Source: an optimization exercise on an open RTL-to-GDS flow (aim: a short achievable clock period). Production flows keep margins and buffers that such runs may drop. Only simulation tests tie the RTL to the original design; equivalence was not proved. No driver is modelled on the clock port, so clock power and skew are understated where the tree is cut down; a real chip needs a root buffer or a tree. Power is estimated from default activity; no workload was simulated.

Design la_1_32_sync_ft245, start of the top module:
module la_1_32_sync_ft245
   (
    input         clk,
    input         rst,
    input  [7:0]  ft_data_i,
    output [7:0]  ft_data_o,
    output        ft_data_oe,
    input         ft_rxf_n,
    input         ft_txe_n,
    output        ft_rd_n,
    output        ft_wr_n,
    output        ft_oe_n,
    output        ft_siwu,
    input  [31:0] chn,
    output        wr,
    output [3:0]  dbg);
Size: ~6500 cells after synthesis, ~60000 um^2 of cells after synthesis.
Settings: LEC_CHECK=0, ABC_CLOCK_PERIOD_IN_PS=1500, CAP_MARGIN=20, CORE_MARGIN=2, CORE_UTILIZATION=40, SETUP_SLACK_MARGIN=2.3, SLEW_MARGIN=20, SYNTH_HIERARCHICAL=1, TNS_END_PERCENT=100; clock period 4.0 ns.
standard.sh (not shown) runs the stock make flow with config.mk's settings and CLKGATE_MAP_FILE= SYNTH_SCRIPT=/design/flow/synth_recipe.tcl, a recipe that flattens the netlist after the stock synthesis.
==> flow/flow/run.sh <==
#!/bin/bash
# Standard layout (the standard.sh), with two changes:
#  * the port buffers that placement inserts are buf_4 cells (ORFS picks a
#    slow delay buffer, clkdlybuf4s50_1, by default);
#  * the clock tree: ORFS's cts.tcl sources flow/pre_cts.tcl (PRE_CTS_TCL),
#    which replaces clock_tree_synthesis by a two-level balanced tree.
# standard.sh's output is in standard.log; each ORFS step keeps its own log
# under orfs/logs.
set -euo pipefail
export PRE_CTS_TCL="$(pwd)/flow/pre_cts.tcl"
export BUFFER_PORTS_ARGS="-buffer_cell sky130_fd_sc_hd__buf_4"
bash standard.sh > standard.log 2>&1
Other scripts of this flow, unchanged in this note and not shown: flow/flow/pre_cts.tcl
The starting point ran to the end with no violations.
Then changed:
--- a/flow/design.v
+++ b/flow/design.v
@@ -264,28 +264,44 @@
            t_wr ? 4'b0001 : cnt0,
            t_wr | ~p0,
            n_busy & ~nx_full,
            ~t_wr & wr0,
            t_wr ? tx_data_o[7:0] : byte0};
   end
 endfunction
 wire [27:0] la_nx_t1=la_next(1'b1);
 wire [27:0] la_nx_t0=la_next(1'b0);
 wire [27:0] la_nx;
-wire no_change;
-LA_Change chg
-   (.chn_i(chn), .acq_i(acq_data_r), .nochange_o(no_change));
+wire no_change_a, no_change_b;
+wire [31:0] chn_p, acq_p;    
+genvar g;
+generate
+for (g=0; g<16; g=g+1)
+   begin : perm
+   assign chn_p[2*g]=chn[g];
+   assign chn_p[2*g+1]=chn[g+16];
+   assign acq_p[2*g]=acq_data_r[g];
+   assign acq_p[2*g+1]=acq_data_r[g+16];
+   end
+endgenerate
+LA_Change chg_a
+   (.chn_i(chn), .acq_i(acq_data_r), .nochange_o(no_change_a));
+LA_Change chg_b
+   (.chn_i(chn_p), .acq_i(acq_p), .nochange_o(no_change_b));
 wire [27:0] la_nx_chg=trig_chg ? la_nx_t1 : la_nx_t0;
 wire [27:0] la_nx_nochg=trig_nochg ? la_nx_t1 : la_nx_t0;
-LA_Select #(.N(28)) trg_sel
-   (.nochange_i(no_change), .nx_chg_i(la_nx_chg), .nx_nochg_i(la_nx_nochg),
-    .nx_o(la_nx));
+LA_Select #(.N(14)) trg_sel_a
+   (.nochange_i(no_change_a), .nx_chg_i(la_nx_chg[13:0]),
+    .nx_nochg_i(la_nx_nochg[13:0]), .nx_o(la_nx[13:0]));
+LA_Select #(.N(14)) trg_sel_b
+   (.nochange_i(no_change_b), .nx_chg_i(la_nx_chg[27:14]),
+    .nx_nochg_i(la_nx_nochg[27:14]), .nx_o(la_nx[27:14]));
 wire       nx_cnt_tx_last=la_nx[27];
 wire       tx_wr=la_nx[26];
 wire       nx_start=la_nx[25];
 wire       nx_start_acq=la_nx[24];
 wire [7:0] nx_cnt_tx=la_nx[23:16];
 wire       nx_busy=la_nx[15];
 wire [3:0] nx_cnt=la_nx[14:11];
 wire       nx_np=la_nx[10];
 wire       nx_we=la_nx[9];
 wire       nx_wr=la_nx[8];
=>
- total power hardly moves
- maximum frequency drops by 1.2%
- combinational power climbs by about 1%
- register-to-register slack stays flat
- design area climbs by 1.2%
- routed wire length barely changes
- setup slack gets worse by 0.022 ns
- core utilization barely changes
- clock skew drops by 0.0043 ns
- via count climbs by 1.6%
- first-iteration DRC count climbs by 8.0%
- synthesized area climbs by 0.48%
- flip-flop and latch count stays the same
No run of this note takes its clock network from TritonCTS; it comes from the design's own scripts or RTL.

[separate check: timing with driven ports]
How much do the figures lean on ideal ports? The routed layouts below were timed once more, with nothing changed but the port constraints.
Step 1 assumes that a clkbuf_16 drives the clock port and a buf_2 every other input.
Step 2 moves the port delays by t, midway between the first and last clock arrival at a register: inputs arrive t later, outputs are due t later. That takes back most of the time a late clock gives input paths.
Slacks: ideal / step 1 / step 2; pairs: ideal / step 1.
run | t, ns | setup slack, ns | slew at the worst register clock pin (ns) | worst data-port slew with drivers (ns) | cell pins on the clock port's net
the first run | 0.698 | 2.177 / 2.032 / 1.606 | 0.09 / 0.09 | 0.07 | 4
the second run | 0.686 | 2.156 / 2.056 / 1.591 | 0.09 / 0.09 | 0.07 | 4
After both steps every run listed still meets setup and hold. For the first run, which loses most, drivers alone change the setup slack by -0.145 ns; drivers and shift together by -0.571 ns.
